What follows belongs to an exercise in optimizing a design on an open flow for small area and a short achievable clock period; a production flow would make more cautious choices.
RTL that was checked went through simulation tests only; none was proved equivalent to the original.
No functional check of the RTL was part of run 1.
Power and IR drop assume default switching activity.

## flow/design.v (module list and top-level ports; edited modules follow where they fit)
// module chip_top: 4841 lines
module chip_top
  ( input          clk_i
  , input          reset_i
  , input          v_i
  , input  [31:0]  a_i
  , input  [31:0]  b_i
  , output         v_o
  , output [63:0]  c_o
  );
  // ...
==> flow/flow/run.sh <==
#!/bin/bash
# Layout flow: the standard ORFS flow, with a cleaner synthesis netlist.
#  2. the same synthesis again with one change: Yosys's pre-mapping 'abc -fast'
#     (in synth's fine step) is skipped (-noabc), so extract_fa maps the
#     RTL's full adders without the inverters abc's restructuring leaves
#     between them.  Everything else (ORFS synth.tcl, synth_recipe.tcl,
#     -nofsm -noshare, flatten, renames, final abc mapping) is unchanged.
#  3. flow/polfix.py removes inverters left between self-dual cells.
#  4. the netlist is used only if its registers (names and cell types) are
#     exactly the standard synthesis's; otherwise the standard one is used.
#  5. bash standard.sh finish for the rest of the layout.
# Each tool's output goes to a log file of its own in this folder.
set -u
R=orfs/results/${FLOW_PLATFORM}/chip_top/base
bash standard.sh synth > 1_synth_standard.log 2>&1 || exit 1
cp $R/1_2_yosys.v $R/1_2_yosys_standard.v

# step 2: same make command as standard.sh, own WORK_HOME and synthesis script
sed '1s/yosys synth -nofsm -noshare /yosys synth -nofsm -noshare -noabc /' synth_recipe.tcl > synth_recipe_noabc.tcl
MK=$(grep -m1 '^make ' standard.sh | sed -e "s#SYNTH_SCRIPT=[^ ]*#SYNTH_SCRIPT=$PWD/synth_recipe_noabc.tcl#" -e "s#WORK_HOME=[^ ]*#WORK_HOME=$PWD/orfs_noabc#" -e 's#"${@:-finish}"#synth#')
echo "$MK" > 1_synth_noabc.cmd
ok=0
if bash -c "$MK" > 1_synth_noabc.log 2>&1; then
  N=orfs_noabc/results/${FLOW_PLATFORM}/chip_top/base/1_2_yosys.v
  if python3 flow/polfix.py $N $R/1_2_yosys_fixed.v > polfix.log 2>&1; then
    python3 - $R/1_2_yosys_standard.v $R/1_2_yosys_fixed.v > regcheck.log 2>&1 <<'PY' && ok=1
import re, sys
def regs(f):
    t = open(f).read()
    return sorted(re.findall(r'\n  (sky130_fd_sc_hd__(?:dfxtp|dfrtp|dfstp|dfbbp|dfrbp|dfxbp|edfxtp|sdf\w*|dl\w*)_\d+)\s+(\S+)', t))
a, b = regs(sys.argv[1]), regs(sys.argv[2])
print('registers: standard %d, new %d' % (len(a), len(b)))
sys.exit(0 if a == b and a else 1)
PY
  fi
fi
if [ $ok = 1 ]; then
  echo "using the -noabc netlist" >> regcheck.log
  cp $R/1_2_yosys_fixed.v $R/1_2_yosys.v
  rm -f $R/1_synth.odb $R/1_synth.sdc
else
  echo "using the standard netlist" >> regcheck.log
fi
bash standard.sh finish > 2_finish.log 2>&1
==> flow/flow/polfix.py <==
#!/usr/bin/env python3
"""Inverter clean-up on a sky130hd gate netlist (yosys write_verilog output).

Full adders, majority and xor3 gates and buffers are self-dual
(f(~x) = ~f(x)), so a cell's polarity can be flipped for free: invert all its
inputs and outputs.  Simple gates can be swapped for their complement
(and2 <-> nand2, ...).  A local search picks polarities that minimise
inverter area (plus the area change of swapped gates); then every inverter
is rebuilt: one per source net that some load needs inverted.
usage: polfix.py in.v out.v
"""
import re, sys, random

LIB = '/OpenROAD-flow-scripts/flow/platforms/sky130hd/lib/sky130_fd_sc_hd__tt_025C_1v80.lib'
INV_AREA = 3.7536

def lib_info():
    txt = open(LIB).read()
    area = {}; outs = {}
    for m in re.finditer(r'\n    cell \("?(sky130_fd_sc_hd__\w+)"?\) \{', txt):
        name = m.group(1)
        end = txt.find('\n    cell (', m.end())
        body = txt[m.end(): end if end > 0 else len(txt)]
        a = re.search(r'area : ([\d.]+)', body)
        area[name] = float(a.group(1)) if a else 0.0
        o = set()
        for pm in re.finditer(r'\n        pin \("?(\w+)"?\) \{(.*?)\n        \}', body, re.S):
            if re.search(r'direction : "?output', pm.group(2)):
                o.add(pm.group(1))
        outs[name] = o
    return area, outs

AREA, OUTS = lib_info()
P = 'sky130_fd_sc_hd__'
SELFDUAL = re.compile(P + r'(fa|maj3|buf|clkbuf)_\d+$')
XORC = re.compile(P + r'(xor2|xnor2|xor3|xnor3)_\d+$')
INV = re.compile(P + r'(inv|clkinv)_\d+$')
COMP = [('and2', 'nand2'), ('or2', 'nor2'), ('and3', 'nand3'), ('or3', 'nor3'), ('and4', 'nand4'),
        ('or4', 'nor4'), ('xor2', 'xnor2'), ('a21o', 'a21oi'), ('o21a', 'o21ai'), ('a22o', 'a22oi'),
        ('o22a', 'o22ai'), ('a211o', 'a211oi'), ('o211a', 'o211ai'), ('a31o', 'a31oi'), ('o31a', 'o31ai'),
        ('a32o', 'a32oi'), ('o32a', 'o32ai'), ('a221o', 'a221oi'), ('o221a', 'o221ai'), ('a2111o', 'a2111oi'),
        ('o2111a', 'o2111ai'), ('xor3', 'xnor3'), ('a311o', 'a311oi'), ('o311a', 'o311ai'), ('a41o', 'a41oi'), ('o41a', 'o41ai'),
        ('a21bo', 'a21boi'), ('o21ba', 'o21bai'), ('mux2', 'mux2i'), ('nor2b', 'or2b'), ('and2b', 'nand2b')]
def comp_of(typ):
    m = re.match(P + r'(\w+?)_(\d+)$', typ)
    if not m:
        return None
    base = m.group(1)
    for x, y in COMP:
        for u, v in ((x, y), (y, x)):
            if base == u:
                for d in (m.group(2), '1', '2', '0', '4'):
                    cand = P + v + '_' + d
                    if cand in AREA:
                        return cand
    return None

src_txt = open(sys.argv[1]).read()
mod_m = re.search(r'module chip_top\((.*?)\);', src_txt, re.S)
ports = set()
for m in re.finditer(r'\n  (input|output)\s+(\[(\d+):(\d+)\]\s+)?(\S+);', src_txt):
    if m.group(2):
        hi, lo = int(m.group(3)), int(m.group(4))
        for i in range(min(hi, lo), max(hi, lo) + 1):
            ports.add('%s[%d]' % (m.group(5), i))
    ports.add(m.group(5))

inst_re = re.compile(r'\n  (sky130_fd_sc_hd__\w+)\s+(\\\S+ |\S+)\s*\((.*?)\n  \);', re.S)
insts = []
for m in inst_re.finditer(src_txt):
    pins = [(p, n.strip()) for p, n in re.findall(r'\.(\w+)\(([^()]*)\)', m.group(3))]
    insts.append([m.group(1), m.group(2), pins])
first = inst_re.search(src_txt).start()
last = max(m.end() for m in inst_re.finditer(src_txt))
head, tail = src_txt[:first], src_txt[last:]
assert 'assign' not in src_txt[first:last]

def key(n):
    return n.replace(' ', '')
driver = {}
for idx, (typ, name, pins) in enumerate(insts):
    for p, n in pins:
        if p in OUTS[typ] and n:
            driver[key(n)] = (idx, p)

# inverters that may be removed: not touching ports
removable = set()
for idx, (typ, name, pins) in enumerate(insts):
    if INV.match(typ):
        d = dict(pins)
        if key(d['Y']) not in ports and key(d['A']) not in ports:
            removable.add(idx)

def resolve(n):
    par = 0
    seen = 0
    while True:
        d = driver.get(key(n))
        if d is None or d[0] not in removable:
            return n, par
        n = dict(insts[d[0]][2])['A']
        par ^= 1
        seen += 1
        assert seen < 100

kind = {}
for idx, (typ, name, pins) in enumerate(insts):
    if idx in removable:
        continue
    if any(key(n) in ports for p, n in pins if p in OUTS[typ]):
        continue   # drives a port: frozen
    if XORC.match(typ):
        kind[idx] = 'xor'
    elif SELFDUAL.match(typ):
        kind[idx] = 'sd'
    elif comp_of(typ):
        kind[idx] = 'comp'

# loads per source net
loads = {}       # src key -> list of [idx, pin_index, parity]
srcname = {}
cell_in = {}     # idx -> list of (srckey, load index)
for idx, (typ, name, pins) in enumerate(insts):
    if idx in removable:
        continue
    for pi, (p, n) in enumerate(pins):
        if p in OUTS[typ] or not n or "'" in n:
            continue
        s, par = resolve(n)
        k = key(s)
        srcname[k] = s
        loads.setdefault(k, []).append([idx, pi, par])
        cell_in.setdefault(idx, []).append((k, len(loads[k]) - 1))
cell_out = {}
for k in loads:
    d = driver.get(k)
    if d is not None:
        cell_out.setdefault(d[0], []).append(k)

x = {idx: 0 for idx in kind}
def xd(k):
    d = driver.get(k)
    return x.get(d[0], 0) if d else 0
def mism(k, ld):
    idx, pi, par = ld
    if kind.get(idx) == 'xor':
        return 0
    r = x.get(idx, 0) if kind.get(idx) == 'sd' else 0
    return par ^ r ^ xd(k)
mm = {k: sum(mism(k, ld) for ld in lds) for k, lds in loads.items()}
def comp_delta(idx):
    typ = insts[idx][0]
    if kind.get(idx) == 'xor':
        return 0.0
    return AREA[comp_of(typ)] - AREA[typ]

def flip_delta(idx):
    changes = {}
    for k in cell_out.get(idx, []):
        changes[k] = sum(1 for ld in loads[k] if kind.get(ld[0]) != 'xor') - mm[k]
    if kind[idx] == 'sd':
        for k, li in cell_in.get(idx, []):
            cur = changes.get(k, mm[k])
            # this load's status flips
            was = mism(k, loads[k][li])
            if k in cell_out.get(idx, []):
                was ^= 1
            changes[k] = cur + (-1 if was else 1)
    d = 0.0
    for k, new in changes.items():
        d += INV_AREA * ((new > 0) - (mm[k] > 0))
    if kind[idx] == 'comp':
        d += comp_delta(idx) * (1 if x[idx] == 0 else -1)
    return d, changes

def cost():
    c = sum(INV_AREA for k in mm if mm[k] > 0)
    c += sum(comp_delta(i) for i in x if x[i] and kind[i] == 'comp')
    return c

random.seed(1)
c0 = cost()
def topo_init():
    # topological initialisation: each self-dual cell follows the polarity its inputs arrive in
    indeg = {}
    succ = {}
    for idx in range(len(insts)):
        if idx in removable:
            continue
        for k, li in cell_in.get(idx, []):
            d = driver.get(k)
            if d is not None and d[0] not in removable:
                succ.setdefault(d[0], []).append(idx)
                indeg[idx] = indeg.get(idx, 0) + 1
    ready = [i for i in range(len(insts)) if i not in removable and indeg.get(i, 0) == 0]
    topo = []
    while ready:
        i = ready.pop()
        topo.append(i)
        for j in succ.get(i, []):
            indeg[j] -= 1
            if indeg[j] == 0:
                ready.append(j)
    for idx in topo:
        if kind.get(idx) == 'sd':
            votes = 0
            for k, li in cell_in.get(idx, []):
                par = loads[k][li][2]
                votes += 1 if (par ^ xd(k)) else -1
            if votes > 0:
                x[idx] = 1

def local_search():
    global mm
    order = list(kind)
    for it in range(50):
        random.shuffle(order)
        improved = 0
        for idx in order:
            d, ch = flip_delta(idx)
            if d < -1e-9 or (d < 1e-9 and random.random() < 0.3 and it < 30):
                x[idx] ^= 1
                for k, v in ch.items():
                    mm[k] = v
                if d < -1e-9:
                    improved += 1
        if not improved and it >= 30:
            break

def search(init_all):
    global mm
    for i in x:
        x[i] = 0
    if init_all:
        for i in x:
            x[i] = 1
    else:
        topo_init()
    mm = {k: sum(mism(k, ld) for ld in lds) for k, lds in loads.items()}
    local_search()
    return cost(), dict(x)

best = None
for init_all in (0, 1):
    random.seed(1)
    c, xs = search(init_all)
    sys.stderr.write('polfix: init %d -> cost %.0f\n' % (init_all, c))
    if best is None or c < best[0]:
        best = (c, xs)
x.update(best[1])
mm = {k: sum(mism(k, ld) for ld in lds) for k, lds in loads.items()}
c1 = cost()
ninv0 = len(removable)

# rebuild
out_insts = []
newwires = []
invnet = {}
cnt = 0
for k, lds in loads.items():
    if mm[k] > 0:
        cnt += 1
        nn = 'polinv_net_%d' % cnt
        invnet[k] = nn
        newwires.append(nn)
        out_insts.append((P + 'inv_1', 'polinv_%d' % cnt, [('A', srcname[k]), ('Y', nn)]))
newpins = {}
for k, lds in loads.items():
    for ld in lds:
        idx, pi, par = ld
        n = invnet[k] if mism(k, ld) else srcname[k]
        newpins[(idx, pi)] = n
ncomp = 0
for idx, (typ, name, pins) in enumerate(insts):
    if idx in removable:
        continue
    pl = []
    for pi, (p, n) in enumerate(pins):
        pl.append((p, newpins.get((idx, pi), n)))
    if kind.get(idx) == 'xor':
        flip = x[idx]
        for k, li in cell_in.get(idx, []):
            flip ^= loads[k][li][2] ^ xd(k)
        pl = []
        for pi, (p, n) in enumerate(pins):
            if (idx, pi) in newpins:
                ks = key(resolve(n)[0])
                n = srcname[ks]
            pl.append((p, n))
        if flip:
            nt = comp_of(typ)
            o_old = list(OUTS[typ])[0]; o_new = list(OUTS[nt])[0]
            pl = [((o_new if p == o_old else p), n) for p, n in pl]
            typ = nt
            ncomp += 1
        out_insts.append((typ, name, pl))
        continue
    if kind.get(idx) == 'comp' and x[idx]:
        nt = comp_of(typ)
        o_old = list(OUTS[typ])[0]; o_new = list(OUTS[nt])[0]
        pl = [((o_new if p == o_old else p), n) for p, n in pl]
        typ = nt
        ncomp += 1
    out_insts.append((typ, name, pl))

def esc(n):
    return n + ' ' if n.startswith('\\') else n
body = []
for typ, name, pl in out_insts:
    body.append('  %s %s (\n%s\n  );' % (typ, name, ',\n'.join('    .%s(%s)' % (p, esc(n)) for p, n in pl)))
head2 = head + ''.join('  wire %s;\n' % w for w in newwires)
open(sys.argv[2], 'w').write(head2 + '\n'.join(body) + tail)
sys.stderr.write('polfix: inverters %d -> %d, complemented gates %d, cost %.0f -> %.0f um2\n' % (ninv0, cnt, ncomp, c0, c1))
==> flow/standard.sh <==
#!/bin/bash
# synth_recipe.tcl (not shown) runs the flow's synth.tcl, then flattens the netlist and writes it again
# the make line also repeats each setting of config.mk as NAME=value (left out here)
make -C /OpenROAD-flow-scripts/flow DESIGN_CONFIG=/design/flow/config.mk WORK_HOME=/design/flow/orfs CLKGATE_MAP_FILE= SYNTH_SCRIPT=/design/flow/synth_recipe.tcl "${@:-finish}"
==> flow/config.mk <==
export PLATFORM = sky130hd
export DESIGN_NAME = chip_top
export DESIGN_NICKNAME = chip_top
export VERILOG_FILES = /design/flow/design.v
export SDC_FILE = /design/flow/constraint.sdc
export NUM_CORES = 4
export LEC_CHECK = 0
export ABC_AREA = 1
export CAP_MARGIN = 20
export CORE_MARGIN = 2
export CORE_UTILIZATION = 40
export SETUP_SLACK_MARGIN = 4.8
export SLEW_MARGIN = 20
==> flow/constraint.sdc <==
create_clock -name core_clock -period 7.5 [get_ports {clk_i}]
set_input_delay 1.5000 -clock core_clock [delete_from_list [all_inputs] [get_ports {clk_i}]]
set_output_delay 1.5000 -clock core_clock [all_outputs]
set_load 0.01 [all_outputs]
==> summary.md, run 1 <==
| Metric | Value |
|---|---|
| Status | `timing/DRC/antenna clean` |
| Hold_buf cts | `0` |
| Metal2 WL | `roughly 56000 um` |
| # port buffers | `between 100 and 150` |
| Yosys warns | `1` |
| Post-route antenna net violation count | `0` |
| Layout Skew | `roughly 0.028 ns` |
| Slew Limit Fails | `0` |
| Hold depth | `0` |
| Vias in the first global route | `roughly 29000` |
| Die Y | `309 um` |
| Final Critical Period | `2.67 ns` |
| Comb pwr | `about 13 mW` |
| Slew HR | `0.366` |
| Cell Pwr Density | `about 520 mW/mm2` |
| Initial Util | `0.404` |
| Ant. Diodes | `2` |
| WL/cell | `around 24 um` |
| Commonest non-fill, non-tap cell in the layout | `nand2_1` |
| Sequential cell area share | `0.278` |
| Clock buffer depth | `3` |
| Hold_ws | `0.326 ns` |
| # placed instances | `just over 5000` |
| Post-Route Setup TNS | `0 ns` |
| Total GRT Usage | `0.265` |
| DRT iter0 DRCs | `2702` |
| Grt met3 use | `0.0692` |
| GPL Wtd Cong | `around 0.95` |
| Switching power | `just over 10 mW` |
| CP Launch Type | `flip-flop` |
| Worst min path class | `reg2reg` |
| Most used routing layer | `met2` |
| Critical path class | `reg2reg` |
| Max Cap Viol | `0` |
==> run 2, diff against run 1 <==
--- a/flow/design.v
+++ b/flow/design.v
@@ -2,66 +2,66 @@
   ( input          clk_i
   , input          reset_i
   , input          v_i
   , input  [31:0]  a_i
   , input  [31:0]  b_i
   , output         v_o
   , output [63:0]  c_o
   );
-  reg [31:0] a_r;
-  reg one0;
-  reg two0;
+  reg [31:0] an_r;
+  reg onen0;
+  reg twon0;
   reg neg0;
-  reg one1;
-  reg two1;
+  reg onen1;
+  reg twon1;
   reg neg1;
-  reg one2;
-  reg two2;
+  reg onen2;
+  reg twon2;
   reg neg2;
-  reg one3;
-  reg two3;
+  reg onen3;
+  reg twon3;
   reg neg3;
-  reg one4;
-  reg two4;
+  reg onen4;
+  reg twon4;
   reg neg4;
-  reg one5;
-  reg two5;
+  reg onen5;
+  reg twon5;
   reg neg5;
-  reg one6;
-  reg two6;
+  reg onen6;
+  reg twon6;
   reg neg6;
-  reg one7;
-  reg two7;
+  reg onen7;
+  reg twon7;
   reg neg7;
-  reg one8;
-  reg two8;
+  reg onen8;
+  reg twon8;
   reg neg8;
-  reg one9;
-  reg two9;
+  reg onen9;
+  reg twon9;
   reg neg9;
-  reg one10;
-  reg two10;
+  reg onen10;
+  reg twon10;
   reg neg10;
-  reg one11;
-  reg two11;
+  reg onen11;
+  reg twon11;
   reg neg11;
-  reg one12;
-  reg two12;
+  reg onen12;
+  reg twon12;
   reg neg12;
-  reg one13;
-  reg two13;
+  reg onen13;
+  reg twon13;
   reg neg13;
-  reg one14;
-  reg two14;
+  reg onen14;
+  reg twon14;
   reg neg14;
-  reg one15;
-  reg two15;
+  reg onen15;
+  reg twon15;
   reg neg15;
-  reg b31;
+  reg b31n;
   reg [3:0] v_r;
   reg [63:0] c_r;
   reg [63:0] fx_r, fy_r;
   wire x1;
   wire x2;
   wire x3;
   wire x4;
   wire x5;
@@ -1972,64 +1972,98 @@
   wire s1910;
   wire c1911;
   wire s1912;
   wire c1913;
   wire s1914;
   wire c1915;
   wire s1916;
   wire c1917;
-  wire one_n0 = b_i[0] ^ 1'b0;
-  wire two_n0 = (b_i[1] & ~b_i[0] & ~1'b0) | (~b_i[1] & b_i[0] & 1'b0);
+  wire onen_n0 = ~(b_i[0] ^ 1'b0);
+  wire twon_n0 = ~((b_i[1] & ~b_i[0] & ~1'b0) | (~b_i[1] & b_i[0] & 1'b0));
   wire neg_n0 = b_i[1];
-  wire one_n1 = b_i[2] ^ b_i[1];
-  wire two_n1 = (b_i[3] & ~b_i[2] & ~b_i[1]) | (~b_i[3] & b_i[2] & b_i[1]);
+  wire one0 = ~onen0;
+  wire two0 = ~twon0;
+  wire onen_n1 = ~(b_i[2] ^ b_i[1]);
+  wire twon_n1 = ~((b_i[3] & ~b_i[2] & ~b_i[1]) | (~b_i[3] & b_i[2] & b_i[1]));
   wire neg_n1 = b_i[3];
-  wire one_n2 = b_i[4] ^ b_i[3];
-  wire two_n2 = (b_i[5] & ~b_i[4] & ~b_i[3]) | (~b_i[5] & b_i[4] & b_i[3]);
+  wire one1 = ~onen1;
+  wire two1 = ~twon1;
+  wire onen_n2 = ~(b_i[4] ^ b_i[3]);
+  wire twon_n2 = ~((b_i[5] & ~b_i[4] & ~b_i[3]) | (~b_i[5] & b_i[4] & b_i[3]));
   wire neg_n2 = b_i[5];
-  wire one_n3 = b_i[6] ^ b_i[5];
-  wire two_n3 = (b_i[7] & ~b_i[6] & ~b_i[5]) | (~b_i[7] & b_i[6] & b_i[5]);
+  wire one2 = ~onen2;
+  wire two2 = ~twon2;
+  wire onen_n3 = ~(b_i[6] ^ b_i[5]);
+  wire twon_n3 = ~((b_i[7] & ~b_i[6] & ~b_i[5]) | (~b_i[7] & b_i[6] & b_i[5]));
   wire neg_n3 = b_i[7];
-  wire one_n4 = b_i[8] ^ b_i[7];
-  wire two_n4 = (b_i[9] & ~b_i[8] & ~b_i[7]) | (~b_i[9] & b_i[8] & b_i[7]);
+  wire one3 = ~onen3;
+  wire two3 = ~twon3;
+  wire onen_n4 = ~(b_i[8] ^ b_i[7]);
+  wire twon_n4 = ~((b_i[9] & ~b_i[8] & ~b_i[7]) | (~b_i[9] & b_i[8] & b_i[7]));
   wire neg_n4 = b_i[9];
-  wire one_n5 = b_i[10] ^ b_i[9];
-  wire two_n5 = (b_i[11] & ~b_i[10] & ~b_i[9]) | (~b_i[11] & b_i[10] & b_i[9]);
+  wire one4 = ~onen4;
+  wire two4 = ~twon4;
+  wire onen_n5 = ~(b_i[10] ^ b_i[9]);
+  wire twon_n5 = ~((b_i[11] & ~b_i[10] & ~b_i[9]) | (~b_i[11] & b_i[10] & b_i[9]));
   wire neg_n5 = b_i[11];
-  wire one_n6 = b_i[12] ^ b_i[11];
-  wire two_n6 = (b_i[13] & ~b_i[12] & ~b_i[11]) | (~b_i[13] & b_i[12] & b_i[11]);
+  wire one5 = ~onen5;
+  wire two5 = ~twon5;
+  wire onen_n6 = ~(b_i[12] ^ b_i[11]);
+  wire twon_n6 = ~((b_i[13] & ~b_i[12] & ~b_i[11]) | (~b_i[13] & b_i[12] & b_i[11]));
   wire neg_n6 = b_i[13];
-  wire one_n7 = b_i[14] ^ b_i[13];
-  wire two_n7 = (b_i[15] & ~b_i[14] & ~b_i[13]) | (~b_i[15] & b_i[14] & b_i[13]);
+  wire one6 = ~onen6;
+  wire two6 = ~twon6;
+  wire onen_n7 = ~(b_i[14] ^ b_i[13]);
+  wire twon_n7 = ~((b_i[15] & ~b_i[14] & ~b_i[13]) | (~b_i[15] & b_i[14] & b_i[13]));
   wire neg_n7 = b_i[15];
-  wire one_n8 = b_i[16] ^ b_i[15];
-  wire two_n8 = (b_i[17] & ~b_i[16] & ~b_i[15]) | (~b_i[17] & b_i[16] & b_i[15]);
+  wire one7 = ~onen7;
+  wire two7 = ~twon7;
+  wire onen_n8 = ~(b_i[16] ^ b_i[15]);
+  wire twon_n8 = ~((b_i[17] & ~b_i[16] & ~b_i[15]) | (~b_i[17] & b_i[16] & b_i[15]));
   wire neg_n8 = b_i[17];
-  wire one_n9 = b_i[18] ^ b_i[17];
-  wire two_n9 = (b_i[19] & ~b_i[18] & ~b_i[17]) | (~b_i[19] & b_i[18] & b_i[17]);
+  wire one8 = ~onen8;
+  wire two8 = ~twon8;
+  wire onen_n9 = ~(b_i[18] ^ b_i[17]);
+  wire twon_n9 = ~((b_i[19] & ~b_i[18] & ~b_i[17]) | (~b_i[19] & b_i[18] & b_i[17]));
   wire neg_n9 = b_i[19];
-  wire one_n10 = b_i[20] ^ b_i[19];
-  wire two_n10 = (b_i[21] & ~b_i[20] & ~b_i[19]) | (~b_i[21] & b_i[20] & b_i[19]);
+  wire one9 = ~onen9;
+  wire two9 = ~twon9;
+  wire onen_n10 = ~(b_i[20] ^ b_i[19]);
+  wire twon_n10 = ~((b_i[21] & ~b_i[20] & ~b_i[19]) | (~b_i[21] & b_i[20] & b_i[19]));
   wire neg_n10 = b_i[21];
-  wire one_n11 = b_i[22] ^ b_i[21];
-  wire two_n11 = (b_i[23] & ~b_i[22] & ~b_i[21]) | (~b_i[23] & b_i[22] & b_i[21]);
+  wire one10 = ~onen10;
+  wire two10 = ~twon10;
+  wire onen_n11 = ~(b_i[22] ^ b_i[21]);
+  wire twon_n11 = ~((b_i[23] & ~b_i[22] & ~b_i[21]) | (~b_i[23] & b_i[22] & b_i[21]));
   wire neg_n11 = b_i[23];
-  wire one_n12 = b_i[24] ^ b_i[23];
-  wire two_n12 = (b_i[25] & ~b_i[24] & ~b_i[23]) | (~b_i[25] & b_i[24] & b_i[23]);
+  wire one11 = ~onen11;
+  wire two11 = ~twon11;
+  wire onen_n12 = ~(b_i[24] ^ b_i[23]);
+  wire twon_n12 = ~((b_i[25] & ~b_i[24] & ~b_i[23]) | (~b_i[25] & b_i[24] & b_i[23]));
   wire neg_n12 = b_i[25];
-  wire one_n13 = b_i[26] ^ b_i[25];
-  wire two_n13 = (b_i[27] & ~b_i[26] & ~b_i[25]) | (~b_i[27] & b_i[26] & b_i[25]);
+  wire one12 = ~onen12;
+  wire two12 = ~twon12;
+  wire onen_n13 = ~(b_i[26] ^ b_i[25]);
+  wire twon_n13 = ~((b_i[27] & ~b_i[26] & ~b_i[25]) | (~b_i[27] & b_i[26] & b_i[25]));
   wire neg_n13 = b_i[27];
-  wire one_n14 = b_i[28] ^ b_i[27];
-  wire two_n14 = (b_i[29] & ~b_i[28] & ~b_i[27]) | (~b_i[29] & b_i[28] & b_i[27]);
+  wire one13 = ~onen13;
+  wire two13 = ~twon13;
+  wire onen_n14 = ~(b_i[28] ^ b_i[27]);
+  wire twon_n14 = ~((b_i[29] & ~b_i[28] & ~b_i[27]) | (~b_i[29] & b_i[28] & b_i[27]));
   wire neg_n14 = b_i[29];
-  wire one_n15 = b_i[30] ^ b_i[29];
-  wire two_n15 = (b_i[31] & ~b_i[30] & ~b_i[29]) | (~b_i[31] & b_i[30] & b_i[29]);
+  wire one14 = ~onen14;
+  wire two14 = ~twon14;
+  wire onen_n15 = ~(b_i[30] ^ b_i[29]);
+  wire twon_n15 = ~((b_i[31] & ~b_i[30] & ~b_i[29]) | (~b_i[31] & b_i[30] & b_i[29]));
   wire neg_n15 = b_i[31];
+  wire one15 = ~onen15;
+  wire two15 = ~twon15;
+  wire b31 = ~b31n;
+  wire [31:0] a_r = ~an_r;
   assign x1 = ((one0 & a_r[0])) ^ neg0;
   assign x2 = ((one0 & a_r[1]) | (two0 & a_r[0])) ^ neg0;
   assign x3 = ((one0 & a_r[2]) | (two0 & a_r[1])) ^ neg0;
   assign x4 = ((one0 & a_r[3]) | (two0 & a_r[2])) ^ neg0;
   assign x5 = ((one0 & a_r[4]) | (two0 & a_r[3])) ^ neg0;
   assign x6 = ((one0 & a_r[5]) | (two0 & a_r[4])) ^ neg0;
   assign x7 = ((one0 & a_r[6]) | (two0 & a_r[5])) ^ neg0;
   assign x8 = ((one0 & a_r[7]) | (two0 & a_r[6])) ^ neg0;
@@ -4472,66 +4506,66 @@
   wire ad_s60 = ad_p0_60 ^ ad_g6_59;
   wire ad_s61 = ad_p0_61 ^ ad_g6_60;
   wire ad_s62 = ad_p0_62 ^ ad_g6_61;
   wire ad_s63 = ad_p0_63 ^ ad_g6_62;
   wire [63:0] prod_n = {ad_s63, ad_s62, ad_s61, ad_s60, ad_s59, ad_s58, ad_s57, ad_s56, ad_s55, ad_s54, ad_s53, ad_s52, ad_s51, ad_s50, ad_s49, ad_s48, ad_s47, ad_s46, ad_s45, ad_s44, ad_s43, ad_s42, ad_s41, ad_s40, ad_s39, ad_s38, ad_s37, ad_s36, ad_s35, ad_s34, ad_s33, ad_s32, ad_s31, ad_s30, ad_s29, ad_s28, ad_s27, ad_s26, ad_s25, ad_s24, ad_s23, ad_s22, ad_s21, ad_s20, ad_s19, ad_s18, ad_s17, ad_s16, ad_s15, ad_s14, ad_s13, ad_s12, ad_s11, ad_s10, ad_s9, ad_s8, ad_s7, ad_s6, ad_s5, ad_s4, ad_s3, ad_s2, ad_s1, ad_s0};
   always @(posedge clk_i) begin
     if (reset_i) v_r <= 4'b0;
     else v_r <= {v_r[2:0], v_i};
-    a_r <= a_i;
-    one0 <= one_n0;
-    two0 <= two_n0;
+    an_r <= ~a_i;
+    onen0 <= onen_n0;
+    twon0 <= twon_n0;
     neg0 <= neg_n0;
-    one1 <= one_n1;
-    two1 <= two_n1;
+    onen1 <= onen_n1;
+    twon1 <= twon_n1;
     neg1 <= neg_n1;
-    one2 <= one_n2;
-    two2 <= two_n2;
+    onen2 <= onen_n2;
+    twon2 <= twon_n2;
     neg2 <= neg_n2;
-    one3 <= one_n3;
-    two3 <= two_n3;
+    onen3 <= onen_n3;
+    twon3 <= twon_n3;
     neg3 <= neg_n3;
-    one4 <= one_n4;
-    two4 <= two_n4;
+    onen4 <= onen_n4;
+    twon4 <= twon_n4;
     neg4 <= neg_n4;
-    one5 <= one_n5;
-    two5 <= two_n5;
+    onen5 <= onen_n5;
+    twon5 <= twon_n5;
     neg5 <= neg_n5;
-    one6 <= one_n6;
-    two6 <= two_n6;
+    onen6 <= onen_n6;
+    twon6 <= twon_n6;
     neg6 <= neg_n6;
-    one7 <= one_n7;
-    two7 <= two_n7;
+    onen7 <= onen_n7;
+    twon7 <= twon_n7;
     neg7 <= neg_n7;
-    one8 <= one_n8;
-    two8 <= two_n8;
+    onen8 <= onen_n8;
+    twon8 <= twon_n8;
     neg8 <= neg_n8;
-    one9 <= one_n9;
-    two9 <= two_n9;
+    onen9 <= onen_n9;
+    twon9 <= twon_n9;
     neg9 <= neg_n9;
-    one10 <= one_n10;
-    two10 <= two_n10;
+    onen10 <= onen_n10;
+    twon10 <= twon_n10;
     neg10 <= neg_n10;
-    one11 <= one_n11;
-    two11 <= two_n11;
+    onen11 <= onen_n11;
+    twon11 <= twon_n11;
     neg11 <= neg_n11;
-    one12 <= one_n12;
-    two12 <= two_n12;
+    onen12 <= onen_n12;
+    twon12 <= twon_n12;
     neg12 <= neg_n12;
-    one13 <= one_n13;
-    two13 <= two_n13;
+    onen13 <= onen_n13;
+    twon13 <= twon_n13;
     neg13 <= neg_n13;
-    one14 <= one_n14;
-    two14 <= two_n14;
+    onen14 <= onen_n14;
+    twon14 <= twon_n14;
     neg14 <= neg_n14;
-    one15 <= one_n15;
-    two15 <= two_n15;
+    onen15 <= onen_n15;
+    twon15 <= twon_n15;
     neg15 <= neg_n15;
-    b31 <= b_i[31];
+    b31n <= ~b_i[31];
     r1_1197 <= x1;
     r1_1198 <= neg0;
     r1_1199 <= x2;
     r1_1200 <= s593;
     r1_1201 <= s953;
     r1_1202 <= c954;
     r1_1203 <= s595;
     r1_1204 <= neg2;
--- a/flow/flow/run.sh
+++ b/flow/flow/run.sh
@@ -1,27 +1,32 @@
 #!/bin/bash
 # Layout flow: the standard ORFS flow, with a cleaner synthesis netlist.
 #  2. the same synthesis again with one change: Yosys's pre-mapping 'abc -fast'
-#     (in synth's fine step) is skipped (-noabc), so extract_fa maps the
-#     RTL's full adders without the inverters abc's restructuring leaves
-#     between them.  Everything else (ORFS synth.tcl, synth_recipe.tcl,
-#     -nofsm -noshare, flatten, renames, final abc mapping) is unchanged.
+#     (in synth's fine step) is skipped (-noabc) except on the final adder,
+#     so extract_fa maps the RTL's full adders without the inverters abc's
+#     restructuring leaves between them.  Everything else (ORFS synth.tcl,
+#     synth_recipe.tcl, -nofsm -noshare, flatten, renames, final abc
+#     mapping) is unchanged.
 #  3. flow/polfix.py removes inverters left between self-dual cells.
 #  4. the netlist is used only if its registers (names and cell types) are
 #     exactly the standard synthesis's; otherwise the standard one is used.
 #  5. bash standard.sh finish for the rest of the layout.
 # Each tool's output goes to a log file of its own in this folder.
 set -u
 R=orfs/results/${FLOW_PLATFORM}/chip_top/base
 bash standard.sh synth > 1_synth_standard.log 2>&1 || exit 1
 cp $R/1_2_yosys.v $R/1_2_yosys_standard.v
 
 # step 2: same make command as standard.sh, own WORK_HOME and synthesis script
-sed '1s/yosys synth -nofsm -noshare /yosys synth -nofsm -noshare -noabc /' synth_recipe.tcl > synth_recipe_noabc.tcl
+# own synthesis script: synth_recipe.tcl with its first line (the synth
+# wrapper) replaced; flow/synth_wrap.tcl adds -noabc to synth's fine step
+# and runs 'abc -fast' only on the final adder (the logic between the
+# carry-save registers fx_r/fy_r and prod_n), which maps better that way.
+{ cat flow/synth_wrap.tcl; tail -n +2 synth_recipe.tcl; } > synth_recipe_noabc.tcl
 MK=$(grep -m1 '^make ' standard.sh | sed -e "s#SYNTH_SCRIPT=[^ ]*#SYNTH_SCRIPT=$PWD/synth_recipe_noabc.tcl#" -e "s#WORK_HOME=[^ ]*#WORK_HOME=$PWD/orfs_noabc#" -e 's#"${@:-finish}"#synth#')
 echo "$MK" > 1_synth_noabc.cmd
 ok=0
 if bash -c "$MK" > 1_synth_noabc.log 2>&1; then
   N=orfs_noabc/results/${FLOW_PLATFORM}/chip_top/base/1_2_yosys.v
   if python3 flow/polfix.py $N $R/1_2_yosys_fixed.v > polfix.log 2>&1; then
     python3 - $R/1_2_yosys_standard.v $R/1_2_yosys_fixed.v > regcheck.log 2>&1 <<'PY' && ok=1
 import re, sys
==> flow/flow/synth_wrap.tcl (new file) <==
proc synth {args} {
  if {[lsearch -exact $args "fine:"] >= 0} {
    yosys synth -nofsm -noshare -noabc {*}$args
    yosys select -set adder w:fx_r w:fy_r %co* w:prod_n %ci* %i
    yosys abc -fast @adder
    yosys opt -fast
  } else {
    yosys synth -nofsm -noshare {*}$args
  }
}
==> flow/config.mk (replaced) <==
export PLATFORM = sky130hd
export DESIGN_NAME = chip_top
export DESIGN_NICKNAME = chip_top
export VERILOG_FILES = /design/flow/design.v
export SDC_FILE = /design/flow/constraint.sdc
export NUM_CORES = 4
export LEC_CHECK = 0
export CAP_MARGIN = 20
export CORE_MARGIN = 2
export CORE_UTILIZATION = 40
export SETUP_SLACK_MARGIN = 4.8
export SLEW_MARGIN = 20
==> summary.md, run 2 <==
| Metric | Value |
|---|---|
| Vias | `25390 (was 28012)` |
| GPL Wtd Cong | `0.871 (was 0.952)` |
| Hold_ws | `0.309 ns (was 0.326 ns)` |
| Dpl hpwl | `69500 um (was 83000 um)` |
| Critical path class | `reg2reg (unchanged)` |
| Achievable frequency | `365 MHz (was 375 MHz)` |
| Initial Util | `0.405 (was 0.404)` |
| I/O Pins | `132 (unchanged)` |
| Lkg Pwr | `16.0 nW (was 18.6 nW)` |
| Layout Skew | `0.0336 ns (was 0.0279 ns)` |
| Total CTS buffers | `68 (was 71)` |
| Syn Nets | `3800 (was 4488)` |
| Rows | `108 (was 111)` |
| Syn-to-layout area delta | `13.0% (was 12.5%)` |
| Vias in the first global route | `26871 (was 29250)` |
| Area of the die | `0.0903 mm2 (was 0.0952 mm2)` |
| DRT Wirelength | `116000 um (was 126000 um)` |
| Global-route wire length before repair | `173000 um (was 185000 um)` |
| RSZ-0062 raised after global routing | `true (was false)` |
| CP Launch Point | `onen10$_DFF_P_ (was a_r[4]$_DFF_P_)` |
| Post-DP Area | `0.0370 mm2 (was 0.0394 mm2)` |
| Root buffer cell | `clkbuf_16 (unchanged)` |
| CTS H-tree depth | `3 (unchanged)` |
| CP peak stage delay | `1.04 ns (was 0.46 ns)` |
| Post-route antenna net violation count | `0 (unchanged)` |
| Final #Nets | `3725 (was 4498)` |
| Final hold vios | `0 (unchanged)` |
| Register-to-Register Setup Slack | `4.76 ns (was 4.83 ns)` |
| Core Util, Final | `0.457 (was 0.455)` |
| Core ar. | `0.0869 mm2 (was 0.0918 mm2)` |
| Final Cycle Share | `0.365 (was 0.356)` |
| CTS tree | `done (unchanged)` |
| FILL cells | `7916 (was 8716)` |
| Worst min path class | `reg2reg (unchanged)` |
| Finished layout cell area | `0.0397 mm2 (was 0.0417 mm2)` |
| Avg Cell Area, Syn | `11.1 um2 (was 9.63 um2)` |
| # port buffers | `131 (unchanged)` |
| Congestion Overflow GR | `0 (unchanged)` |
| Slew Limit Fails | `0 (unchanged)` |
| Final setup vio count | `0 (unchanged)` |
| Synthesized area | `0.0352 mm2 (was 0.0371 mm2)` |
| DRC | `0 (unchanged)` |
| CP Launch Type | `flip-flop (unchanged)` |
| Most frequent CP cell | `fa_1 (unchanged)` |
| First drt pass iteration count | `6 (unchanged)` |
| Post-Route Setup TNS | `0 ns (unchanged)` |
| Crit-path slowest cell | `dfxtp_2 (was fa_1)` |
| WL/cell | `27.1 um (was 24.4 um)` |
| Critical R2R Launch | `onen10$_DFF_P_ (was a_r[4]$_DFF_P_)` |
| DRT iter0 DRCs | `2962 (was 2702)` |
| Yosys warns | `1 (unchanged)` |
| Horiz. Die Dim | `300 um (was 309 um)` |
| Max Cap Viol | `0 (unchanged)` |
| Antenna violations before repair | `6 (was 10)` |
| Vias per cell | `5.91 (was 5.44)` |
| Hold_buf cts | `0 (unchanged)` |
| Commonest non-fill, non-tap cell in the layout | `xor2_1 (was nand2_1)` |
| Sink Count | `579 (was 578)` |
| Worst skew pair latency | `0.63 ns (was 0.62 ns)` |
| Cell Pwr Density | `533 mW/mm2 (was 523 mW/mm2)` |
| Critical hold path startpoint | `r1_1197$_DFF_P_ (was r1_1497$_DFF_P_)` |
| CP required | `7.95 ns (was 7.97 ns)` |
| Most frequent cells in the layout | `xor2_1, o22ai_1, dfxtp_1 (was nand2_1, dfxtp_1, o22ai_1)` |
| Clock buffer depth | `3 (unchanged)` |
| Clk slew on worst S/H paths | `0.06 ns (about the same)` |
| Pin count of the biggest net entering global routing | `36 (was 56)` |
| Total GRT Usage | `0.257 (was 0.265)` |
| Slew HR | `0.261 (was 0.366)` |
| Syn Inst Count | `3163 (was 3851)` |
| Slew @ Worst Pin | `1.11 ns (was 0.949 ns)` |
| Ant. Diodes | `0 (was 2)` |
| Critical path peak fanout | `32 (was 19)` |
| Critical-path cell list | `o22ai_1 -> xor2_1 -> fa_1 -> fa_1 (was clkinvlp_4 -> buf_4 -> o22ai_1 -> xor2_1 -> fa_1 -> fa_1)` |
| Worst vdd ir | `0.000317 V (was 0.000642 V)` |
| Crit. End Element | `flip-flop (unchanged)` |
| Die Y | `300 um (was 309 um)` |
| Status | `timing/DRC/antenna clean (unchanged)` |
| Final Critical Period | `2.74 ns (was 2.67 ns)` |
| Worst Path Arrival | `3.19 ns (was 3.14 ns)` |
| Top Registers | `c_r: 64 flops, fx_r: 64 flops, fy_r: 61 flops (unchanged)` |
| Layout cell share with drive strength beyond 1 | `0.122 (was 0.0757)` |
run 2: path summary, 6_finish.rpt:
path                          end  cells past startpoint
setup / recovery  r1_1334$_DFF_P_                      4
hold / removal    fx_r[0]$_DFF_P_                      0
setup reg to reg  r1_1334$_DFF_P_                      4
hold reg to reg   fx_r[0]$_DFF_P_                      0
run 2: what timing repair did:
| item | 4_1_cts | 5_1_grt |
|---|---|---|
| buffers inserted | 6 | 12 |
| pin swaps | 16 | 17 |
| gates cloned | 0 | 0 |
| setup endpoints to repair | 99 | 94 |
| gates resized for setup | 267 | 79 |
run 2: area by class of cell:
type                    count  area (um2)  area share
multi-input cells        2170       22400       0.564
flip-flops and latches    579       11800       0.297
clock buffers              83        1870      0.0471
well taps                1155        1450      0.0364
repair buffers            174        1410      0.0356
clock inverters            38         459      0.0116
inverters                  95         357     0.00898
run 2: metrics by stage:
stage          setup WS [ns]  std cells  total power [mW]
2_1_floorplan           4.97       3163              12.3
3_3_place_gp            4.36       4155              17.1
3_5_place_dp            4.32       4155              17.3
4_1_cts                 4.75       4282              20.9
5_1_grt                 4.73       4294              22.8
6_report                4.76       4294              21.2
run 2: power breakdown:
| part | internal [mW] | total (mW) | switching [mW] | leakage [nW] |
|---|---|---|---|---|
| clock | 2.04 | 3.47 | 1.43 | 1.12 |
| sequential | 4.65 | 5.62 | 0.974 | 4.89 |
| combinational | 5.18 | 12.1 | 6.91 | 9.95 |
| total | 11.9 | 21.2 | 9.31 | 16.0 |
run 2: routing by layer:
layer / track usage / wire length (um) / vias up
li1: - / - / 10555
met5: 0 / 0 / -
met3: 0.0756 / 14100 / 456
met1: 0.363 / 48900 / 12593
met2: 0.365 / 48000 / 1786
met4: 0.108 / 5220 / 0
run 2: critical path, delay by kind of cell, from the launching register on:
family	cells	cell delay [ns]
xor gates and xnor gates	1	0.21
adders and majority gates	2	1.11
AOI/OAI and AO/OA	1	0.20
DFF	1	1.04
==> run 3, diff against run 2 <==
--- a/flow/config.mk
+++ b/flow/config.mk
@@ -9,4 +9,6 @@
 export CORE_MARGIN = 2
 export CORE_UTILIZATION = 40
-export SETUP_SLACK_MARGIN = 4.8
+export CTS_CLUSTER_DIAMETER = 60
+export CTS_CLUSTER_SIZE = 24
+export SETUP_SLACK_MARGIN = 5.0
 export SLEW_MARGIN = 20
==> summary.md, run 3 <==
| Metric | Value |
|---|---|
| Status | `timing/DRC/antenna clean (unchanged)` |
| # port buffers | `131 (unchanged)` |
| Initial Util | `0.405 (unchanged)` |
| GPL Wtd Cong | `0.870 (was 0.871)` |
| WL/cell | `26.9 um (was 27.1 um)` |
| Core Util, Final | `0.464 (was 0.457)` |
| Horiz. Die Dim | `300 um (unchanged)` |
| Syn-to-layout area delta | `14.6% (was 13.0%)` |
| Syn Inst Count | `3163 (unchanged)` |
| Root buffer cell | `clkbuf_16 (unchanged)` |
| Post-Route Setup TNS | `0 ns (unchanged)` |
| PnR worst setup slack | `4.82 ns (was 4.76 ns)` |
| Lkg Pwr | `16.1 nW (was 16.0 nW)` |
| Avg Cell Area, Syn | `11.1 um2 (unchanged)` |
| CP required | `8.02 ns (was 7.95 ns)` |
| Final hold vios | `0 (unchanged)` |
| Non-filler instance count after layout | `4292 (was 4294)` |
| Dpl ws | `4.38 ns (was 4.32 ns)` |
| Slew @ Worst Pin | `0.862 ns (was 1.11 ns)` |
| Crit. End Element | `flip-flop (unchanged)` |
| Final Cycle Share | `0.357 (was 0.365)` |
| Pin count of the biggest net entering global routing | `36 (unchanged)` |
| CP peak stage delay | `0.35 ns (was 1.04 ns)` |
| Achievable frequency | `374 MHz (was 365 MHz)` |
| Max Cap Viol | `0 (unchanged)` |
| Final setup vio count | `0 (unchanged)` |
| Final Critical Period | `2.68 ns (was 2.74 ns)` |
| Vias | `25360 (was 25390)` |
| Sink Count | `579 (unchanged)` |
| Worst min path class | `reg2reg (unchanged)` |
| Core ar. | `0.0869 mm2 (unchanged)` |
| Synthesized area | `0.0352 mm2 (unchanged)` |
| Most frequent cells in the layout | `xor2_1, o22ai_1, fa_1 (was xor2_1, o22ai_1, dfxtp_1)` |
| First drt pass iteration count | `7 (was 6)` |
| Worst vdd ir | `0.000336 V (was 0.000317 V)` |
| Clk slew on worst S/H paths | `0.09 ns (was 0.06 ns)` |
| I/O Pins | `132 (unchanged)` |
| Hold depth | `0 (unchanged)` |
| Worst Path Arrival | `3.20 ns (was 3.19 ns)` |
| Commonest non-fill, non-tap cell in the layout | `xor2_1 (unchanged)` |
| Cell Pwr Density | `539 mW/mm2 (was 533 mW/mm2)` |
| DRT iter0 DRCs | `2547 (was 2962)` |
| Dpl hpwl | `70200 um (was 69500 um)` |
| Yosys warns | `1 (unchanged)` |
| Slew Limit Fails | `0 (unchanged)` |
| Top Registers | `c_r: 64 flops, fx_r: 64 flops, fy_r: 61 flops (unchanged)` |
| Critical path peak fanout | `3 (was 32)` |
| DRC | `0 (unchanged)` |
| Congestion Overflow GR | `0 (unchanged)` |
| Post-route antenna net violation count | `0 (unchanged)` |
| Crit-path slowest cell | `a211o_1 (was dfxtp_2)` |
| Vias per cell | `5.91 (about the same)` |
| Clock buffer depth | `3 (unchanged)` |
| Total GRT Usage | `0.253 (was 0.257)` |
| Antenna violations before repair | `3 (was 6)` |
| RSZ-0062 raised after global routing | `true (unchanged)` |
| # placed instances | `4153 (was 4155)` |
| Area of the die | `0.0903 mm2 (unchanged)` |
| Critical path class | `reg2reg (unchanged)` |
| Slew HR | `0.425 (was 0.261)` |
| CP Launch Type | `flip-flop (unchanged)` |
| Die Y | `300 um (unchanged)` |
| Critical-path cell list | `ha_4 -> and4_4 -> a32o_2 -> o2bb2ai_4 -> o21ai_4 -> a211o_1 -> a211oi_2 -> nor4_2 -> o31a_2 -> xor2_1 (was o22ai_1 -> xor2_1 -> fa_1 -> fa_1)` |
| Worst skew pair latency | `0.67 ns (was 0.63 ns)` |
| Syn Nets | `3800 (unchanged)` |
| Hold_buf cts | `0 (unchanged)` |
| Total CTS buffers | `56 (was 68)` |
| DRT Wirelength | `115000 um (was 116000 um)` |
| Final #Nets | `3726 (was 3725)` |
| CTS H-tree depth | `2 (was 3)` |
| Vias in the first global route | `26833 (was 26871)` |
| Layout cell share with drive strength beyond 1 | `0.155 (was 0.122)` |
| Global-route wire length before repair | `171000 um (was 173000 um)` |
| Reg2Reg Depth | `10 (was 4)` |
| CTS tree | `done (unchanged)` |
| Rows | `108 (unchanged)` |
| Layout Skew | `0.0271 ns (was 0.0336 ns)` |
## run 3: layout make-up
type	count	area [um2]
Sequential cell	579	11900
Clock buffer	61	1450
Multi-Input combinational cell	2170	22700
Fill cell	7862	46600
Timing Repair Buffer	187	1710
Inverter	95	359
Clock inverter	44	718
Tap cell	1155	1450
Antenna cell	1	2.50
## run 3: final timing paths
path / start / end / slack, ns
setup / recovery: fx_r[5]$_DFF_P_ / c_r[48]$_DFF_P_ / 4.82
hold / removal: r1_1499$_DFF_P_ / fy_r[62]$_DFF_P_ / 0.33
setup reg to reg: fx_r[5]$_DFF_P_ / c_r[48]$_DFF_P_ / 4.82
hold reg to reg: r1_1499$_DFF_P_ / fy_r[62]$_DFF_P_ / 0.33
## run 3: timing repair
action,in CTS,in global routing
setup buffers,16,17
pin swaps,38,33
gates cloned,0,0
resized for setup,476,105
endpoints found under the setup margin,287,118
## run 3: per-layer routing
metal / up-vias / track usage / wire [um]
li1: 10584 / - / -
met1: 12642 / 0.342 / 47600
met2: 1741 / 0.368 / 48400
met3: 393 / 0.0883 / 14100
met4: 0 / 0.106 / 5130
met5: - / 0 / 0
## run 3: worst max-delay path, delay by kind of cell, from the launching register on
family	cells	cell delay (ns)
AO/OA/AOI/OAI	6	1.54
adder cells (fa/ha/maj)	1	0.24
AND/OR/NAND/NOR	2	0.27
XOR/XNOR	1	0.14
flip-flops	1	0.34
## run 3: power breakdown
part / leakage [nW] / switching [mW] / internal, mW / total [mW]
combinational: 10.1 / 7.20 / 5.62 / 12.8
sequential: 4.90 / 1.01 / 4.67 / 5.68
clock: 1.04 / 1.61 / 1.60 / 3.21
total: 16.1 / 9.82 / 11.9 / 21.7
## run 3: through the flow
step | power (mW) | instance area, um2 | hold WS, ns
6_report | 21.7 | 40300 | 0.333
5_1_grt | 23.3 | 40300 | 0.329
3_3_place_gp | 17.2 | 37000 | 0.311
3_5_place_dp | 17.4 | 37000 | 0.312
4_1_cts | 21.0 | 39700 | 0.331
2_1_floorplan | 12.3 | 35200 | 0.310
==> run 4, diff against run 3 <==
--- a/flow/config.mk
+++ b/flow/config.mk
@@ -9,6 +9,4 @@
 export CORE_MARGIN = 2
 export CORE_UTILIZATION = 40
-export CTS_CLUSTER_DIAMETER = 60
-export CTS_CLUSTER_SIZE = 24
 export SETUP_SLACK_MARGIN = 5.0
 export SLEW_MARGIN = 20
==> summary.md, run 4 <==
| Metric | Value |
|---|---|
| Status | `timing/DRC/antenna clean (unchanged)` |
| Reg2reg end | `c_r[48]$_DFF_P_ (unchanged)` |
| WL/cell | `26.9 um (about the same)` |
| Dpl hpwl | `70200 um (unchanged)` |
| Antenna violations before repair | `3 (unchanged)` |
| Worst vdd ir | `0.000407 V (was 0.000336 V)` |
| Slew HR | `0.385 (was 0.425)` |
| Final setup vio count | `0 (unchanged)` |
| Clk slew on worst S/H paths | `0.06 ns (was 0.09 ns)` |
| Final Cycle Share | `0.353 (was 0.357)` |
| Pin count of the biggest net entering global routing | `36 (unchanged)` |
| Vias | `25466 (was 25360)` |
| Syn Nets | `3800 (unchanged)` |
| Achievable frequency | `377 MHz (was 374 MHz)` |
| Switching power | `9.62 mW (was 9.82 mW)` |
| CP Launch Type | `flip-flop (unchanged)` |
| Final #Nets | `3741 (was 3726)` |
| GPL Wtd Cong | `0.870 (unchanged)` |
| DRT iter0 DRCs | `2781 (was 2547)` |
| Int Pwr | `12.4 mW (was 11.9 mW)` |
| Hold Crit Endpoint | `fx_r[63]$_DFF_P_ (was fy_r[62]$_DFF_P_)` |
| Slew @ Worst Pin | `0.923 ns (was 0.862 ns)` |
| Layout cell share with drive strength beyond 1 | `0.160 (was 0.155)` |
| Top Registers | `c_r: 64 flops, fx_r: 64 flops, fy_r: 61 flops (unchanged)` |
| Area of the die | `0.0903 mm2 (unchanged)` |
| Worst Path Arrival | `3.14 ns (was 3.20 ns)` |
| Cell Pwr Density | `544 mW/mm2 (was 539 mW/mm2)` |
| Hold_buf cts | `0 (unchanged)` |
| Slew Limit Fails | `0 (unchanged)` |
| Crit. End Element | `flip-flop (unchanged)` |
| Congestion Overflow GR | `0 (unchanged)` |
| CP required | `7.98 ns (was 8.02 ns)` |
| CTS tree | `done (unchanged)` |
| Crit-path slowest cell | `a211o_1 (unchanged)` |
| Sw Ratio | `0.436 (was 0.452)` |
| Global-route wire length before repair | `172000 um (was 171000 um)` |
| # port buffers | `131 (unchanged)` |
| Initial Util | `0.405 (unchanged)` |
| Critical hold path startpoint | `r1_1500$_DFF_P_ (was r1_1499$_DFF_P_)` |
| Clock power frac | `0.163 (was 0.148)` |
| Combinational power share | `0.579 (was 0.591)` |
| First drt pass iteration count | `8 (was 7)` |
| Core Util, Final | `0.467 (was 0.464)` |
| Max Cap Viol | `0 (unchanged)` |
| Delay-heaviest family, CP | `compound AO/OA/AOI/OAI gates (unchanged)` |
| Worst min path class | `reg2reg (unchanged)` |
| Core ar. | `0.0869 mm2 (unchanged)` |
| Critical path peak fanout | `3 (unchanged)` |
| Vias per cell | `5.91 (about the same)` |
| Post-route antenna net violation count | `0 (unchanged)` |
| CTS H-tree depth | `3 (was 2)` |
| Yosys warns | `1 (unchanged)` |
| Syn-to-layout area delta | `15.4% (was 14.6%)` |
| DRT Wirelength | `116000 um (was 115000 um)` |
| Total CTS buffers | `70 (was 56)` |
| Worst skew pair latency | `0.62 ns (was 0.67 ns)` |
| Reg2Reg Depth | `10 (unchanged)` |
| I/O Pins | `132 (unchanged)` |
| Register-to-Register Setup Slack | `4.85 ns (was 4.82 ns)` |
| Total GRT Usage | `0.255 (was 0.253)` |
| Post-Route Setup TNS | `0 ns (unchanged)` |
| Final hold vios | `0 (unchanged)` |
| Final Critical Period | `2.65 ns (was 2.68 ns)` |
| Clock buffer depth | `3 (unchanged)` |
| Lkg Pwr | `16.2 nW (was 16.1 nW)` |
| Ant. Diodes | `0 (was 1)` |
| Rows | `108 (unchanged)` |
| Critical path class | `reg2reg (unchanged)` |
| Hold depth | `0 (unchanged)` |
| Avg Cell Area, Syn | `11.1 um2 (unchanged)` |
| Most frequent cells in the layout | `xor2_1, o22ai_1, fa_1 (unchanged)` |
| Horiz. Die Dim | `300 um (unchanged)` |
| DRC | `0 (unchanged)` |
| Syn Inst Count | `3163 (unchanged)` |
| RSZ-0062 raised after global routing | `true (unchanged)` |
| CP bufs+invs | `0 (unchanged)` |
| Die Y | `300 um (unchanged)` |
| Commonest non-fill, non-tap cell in the layout | `xor2_1 (unchanged)` |
| Root buffer cell | `clkbuf_16 (unchanged)` |
| Sequential fraction of design power | `0.258 (was 0.262)` |
| Sink Count | `579 (unchanged)` |
| Layout Skew | `0.0354 ns (was 0.0271 ns)` |
| Critical R2R Launch | `fy_r[6]$_DFF_P_ (was fx_r[5]$_DFF_P_)` |
| Vias in the first global route | `27113 (was 26833)` |
| Critical-path cell list | `ha_4 -> and4_4 -> a32o_2 -> o2bb2ai_4 -> o21ai_4 -> a211o_1 -> a211oi_2 -> nor4_2 -> o31a_2 -> xor2_1 (unchanged)` |
| Synthesized area | `0.0352 mm2 (unchanged)` |
| CP peak stage delay | `0.39 ns (was 0.35 ns)` |
[run 4: cell count changes in the layout (fill, tap and decap cells not counted), sizes merged]
cell      delta
bufinv       +7
clkinvlp     +6
diode        -1
clkinv      -10
clkbuf      +33
inv         -16
buf          +1
[run 4: how the worst max path moves through the flow]
stage / start / end / slack (ns) / cells after the start
5_1_grt: fx_r[29]$_DFF_P_ / c_r[48]$_DFF_P_ / 4.81 / 9
3_5_place_dp: fx_r[11]$_DFF_P_ / c_r[57]$_DFF_P_ / 4.38 / 10
4_1_cts: c_r[37]$_DFF_P_ / c_o[37] / 4.85 / 1
2_1_floorplan: fx_r[11]$_DFF_P_ / c_r[48]$_DFF_P_ / 5.01 / 11
6_report: fy_r[6]$_DFF_P_ / c_r[48]$_DFF_P_ / 4.85 / 10
3_3_place_gp: fx_r[11]$_DFF_P_ / c_r[57]$_DFF_P_ / 4.35 / 10
[run 4: final cells by class]
cell class / instances / area, um2
fill: 7813 / 46300
multi-input combinational: 2170 / 22700
sequential: 579 / 11900
clock buffer: 94 / 2020
timing repair buffer: 188 / 1700
tap: 1155 / 1450
clock inverter: 31 / 425
inverter: 95 / 359
[run 4: what timing repair did]
action | 4_1_cts | 5_1_grt
setup endpoints to repair | 276 | 143
resized for setup | 471 | 108
buffers inserted | 16 | 18
pin swaps | 39 | 28
[run 4: metrics by stage]
step	instances	total power [mW]	hold WS [ns]	instance area (um2)	setup WS, ns
2_1_floorplan	3163	12.3	0.310	35200	5.01
3_3_place_gp	4153	17.2	0.311	37000	4.35
3_5_place_dp	4153	17.4	0.312	37000	4.38
4_1_cts	4294	21.4	0.325	40000	4.85
5_1_grt	4312	23.6	0.328	40600	4.81
6_report	4312	22.1	0.322	40600	4.85
[run 4: power groups by stage]
| stage | Sequential (mW) | Clock [mW] | Combinational (mW) |
|---|---|---|---|
| CTS | 5.64 | 3.65 | 12.1 |
| global route | 5.79 | 3.78 | 14.0 |
| finish | 5.69 | 3.59 | 12.8 |
| detailed placement | 5.65 | 0 | 11.7 |
| floorplan | 5.23 | 0 | 7.07 |
| global placement | 5.62 | 0 | 11.6 |
[run 4: metal layers]
metal	track usage	up-vias	part of all wire
li1	-	10608	-
met1	0.348	12642	0.41
met2	0.368	1827	0.42
met3	0.0887	389	0.13
met4	0.106	0	0.041
met5	0	-	0
==> run 5, diff against run 4 <==
--- a/flow/config.mk
+++ b/flow/config.mk
@@ -8,5 +8,6 @@
 export CAP_MARGIN = 20
 export CORE_MARGIN = 2
-export CORE_UTILIZATION = 40
+export CORE_UTILIZATION = 70
+export PLACE_DENSITY = 0.78
 export SETUP_SLACK_MARGIN = 5.0
 export SLEW_MARGIN = 20
==> summary.md, run 5 <==
| Metric | Value |
|---|---|
| Status | `timing/DRC/antenna clean (unchanged)` |
| Hold depth | `0 (unchanged)` |
| Most frequent cells in the layout | `xor2_1, o22ai_1, fa_1 (unchanged)` |
| Area occupied by multi-input gates | `0.0226 mm2 (was 0.0227 mm2)` |
| Final Cycle Share | `0.347 (was 0.353)` |
| Initial Util | `0.705 (was 0.405)` |
| CP required | `8.06 ns (was 7.98 ns)` |
| Switching power | `10.1 mW (was 9.62 mW)` |
| Syn Nets | `3800 (unchanged)` |
| Core ar. | `0.0499 mm2 (was 0.0869 mm2)` |
| Non-filler instance count after layout | `3798 (was 4312)` |
| Final Critical Period | `2.60 ns (was 2.65 ns)` |
| Combinational power share | `0.604 (was 0.579)` |
| Lkg Pwr | `15.9 nW (was 16.2 nW)` |
| Vias | `27312 (was 25466)` |
| Root buffer cell | `clkbuf_16 (unchanged)` |
| Dpl ws | `4.59 ns (was 4.38 ns)` |
| Worst Path Arrival | `3.16 ns (was 3.14 ns)` |
| Area of the die | `0.0520 mm2 (was 0.0903 mm2)` |
| Sink Count | `579 (unchanged)` |
| Yosys warns | `1 (unchanged)` |
| Int Pwr | `12.4 mW (about the same)` |
| Post-Route Setup TNS | `0 ns (unchanged)` |
| I/O Pins | `132 (unchanged)` |
| Reg2Reg Depth | `10 (unchanged)` |
| Final #Nets | `3714 (was 3741)` |
| Slew @ Worst Pin | `0.883 ns (was 0.923 ns)` |
| Core Util, Final | `0.789 (was 0.467)` |
| Cell Pwr Density | `571 mW/mm2 (was 544 mW/mm2)` |
| Dpl hpwl | `66600 um (was 70200 um)` |
| Syn-to-layout area delta | `11.9% (was 15.4%)` |
| Post-route antenna net violation count | `0 (unchanged)` |
| Layout Skew | `0.0173 ns (was 0.0354 ns)` |
| Worst min path class | `reg2reg (unchanged)` |
| Hold_buf cts | `0 (unchanged)` |
| Final hold vios | `0 (unchanged)` |
| Slew Limit Fails | `0 (unchanged)` |
| CP Launch Type | `flip-flop (unchanged)` |
| # placed instances | `3666 (was 4153)` |
| Clk slew on worst S/H paths | `0.06 ns (about the same)` |
| Rows | `82 (was 108)` |
| PnR worst setup slack | `4.90 ns (was 4.85 ns)` |
| Sequential fraction of design power | `0.255 (was 0.258)` |
| Worst skew pair latency | `0.65 ns (was 0.62 ns)` |
| DRT iter0 DRCs | `4647 (was 2781)` |
| DRT Wirelength | `116000 um (about the same)` |
| Top Registers | `c_r: 64 flops, fx_r: 64 flops, fy_r: 61 flops (unchanged)` |
| Total Power | `22.5 mW (was 22.1 mW)` |
| Finished layout cell area | `0.0393 mm2 (was 0.0406 mm2)` |
| FILL cells | `3117 (was 7813)` |
| Clock buffer depth | `3 (unchanged)` |
| Vias in the first global route | `29074 (was 27113)` |
| Clock power frac | `0.141 (was 0.163)` |
| Hold_ws | `0.327 ns (was 0.322 ns)` |
| Achievable frequency | `384 MHz (was 377 MHz)` |
| Horiz. Die Dim | `228 um (was 300 um)` |
| Commonest non-fill, non-tap cell in the layout | `xor2_1 (unchanged)` |
| CTS H-tree depth | `2 (was 3)` |
| Layout cell share with drive strength beyond 1 | `0.146 (was 0.160)` |
| Pin count of the biggest net entering global routing | `36 (unchanged)` |
| Syn Inst Count | `3163 (unchanged)` |
| Post-DP Area | `0.0364 mm2 (was 0.0370 mm2)` |
| # port buffers | `131 (unchanged)` |
| Total GRT Usage | `0.441 (was 0.255)` |
| Critical path peak fanout | `4 (was 3)` |
| RSZ-0062 raised after global routing | `true (unchanged)` |
| Global-route wire length before repair | `173000 um (was 172000 um)` |
| Max Cap Viol | `0 (unchanged)` |
| Crit. End Element | `flip-flop (unchanged)` |
| Vias per cell | `7.19 (was 5.91)` |
| Slew HR | `0.411 (was 0.385)` |
| GPL Wtd Cong | `0.904 (was 0.870)` |
| Worst vdd ir | `0.000393 V (was 0.000407 V)` |
| Antenna violations before repair | `7 (was 3)` |
| Synthesized area | `0.0352 mm2 (unchanged)` |
| Final setup vio count | `0 (unchanged)` |
| Die Y | `228 um (was 300 um)` |
| CTS tree | `done (unchanged)` |
| Total CTS buffers | `60 (was 70)` |
| First drt pass iteration count | `11 (was 8)` |
| Congestion Overflow GR | `0 (unchanged)` |
| WL/cell | `30.4 um (was 26.9 um)` |
| Critical path class | `reg2reg (unchanged)` |
| Avg Cell Area, Syn | `11.1 um2 (unchanged)` |
| Sw Ratio | `0.448 (was 0.436)` |
| DRC | `0 (unchanged)` |
| Register area | `0.0119 mm2 (about the same)` |
-- run 5: layer usage --
metal,share of wire,track usage
met1,0.34,0.546
met2,0.43,0.658
met3,0.16,0.195
met4,0.069,0.225
met5,0.00084,0.00368
-- run 5: area by class of cell --
cell class / instances / share of cell area
antenna: 1 / 0.0000636
clock buffer: 71 / 0.0402
clock inverter: 39 / 0.0130
inverter: 95 / 0.00907
multi-input combinational: 2170 / 0.575
sequential: 579 / 0.303
tap: 672 / 0.0214
timing repair buffer: 171 / 0.0391
-- run 5: path summary, 6_finish.rpt --
check / startpoint / end / slack, ns
setup reg to reg: fy_r[6]$_DFF_P_ / c_r[62]$_DFF_P_ / 4.90
hold / removal: r1_1498$_DFF_P_ / fx_r[62]$_DFF_P_ / 0.33
setup / recovery: fy_r[6]$_DFF_P_ / c_r[62]$_DFF_P_ / 4.90
hold reg to reg: r1_1498$_DFF_P_ / fx_r[62]$_DFF_P_ / 0.33
-- run 5: timing repair --
action                                  CTS  global route
resized for setup                       436            97
endpoints found under the setup margin  259           187
pin swaps                                32            19
buffers inserted                         13             8
-- run 5: power groups by stage --
stage,Combinational [mW],Clock [mW],Sequential (mW)
3_5_place_dp,12.0,0,5.63
2_1_floorplan,7.07,0,5.23
6_report,13.6,3.18,5.72
3_3_place_gp,11.7,0,5.58
5_1_grt,14.4,3.32,5.80
4_1_cts,12.4,3.18,5.62
-- run 5: worst max-delay path, stage by stage, from the launching register on --
cell and delay (ns):
dfxtp_2 0.33, ha_4 0.24, and4_4 0.21, a32oi_4 0.28
a211oi_4 0.11, o41a_4 0.42, a31o_4 0.26, a31oi_4 0.25
o21ai_4 0.11, a31oi_2 0.19, xnor2_1 0.13

## what the ideal ports hide
No port has a modelled driver above. Below, the same layouts with a new extraction and two added sets of constraints.
Step 1, drivers: a clkbuf_16 drives clk_i and a buf_2 each remaining input, both assumed.
Step 2 also shifts input and output timing later by t, the mid clock arrival at the registers, as if the neighbouring blocks saw the same clock.
Three values: ideal, step 1, step 2; two values: the first two.
run	t, ns	setup slack, ns	worst setup path after step 2	latest minus earliest clock arrival (ns)	slew at the worst register clock pin (ns)
run 1	0.675	4.830 / 4.778 / 4.779	input to register	0.027 / 0.028	0.06 / 0.06
run 2	0.677	4.761 / 4.761 / 4.761	register to register	0.035 / 0.036	0.07 / 0.07
run 3	0.717	4.823 / 4.801 / 4.823	register to register	0.030 / 0.030	0.09 / 0.09
run 4	0.667	4.849 / 4.849 / 4.849	register to register	0.037 / 0.037	0.07 / 0.07
run 5	0.705	4.898 / 4.840 / 4.898	register to register	0.019 / 0.020	0.07 / 0.07
After both steps setup and hold are still met in every run listed. For run 1, which loses most, drivers alone change the setup slack by -0.052 ns; drivers and shift together by -0.051 ns.
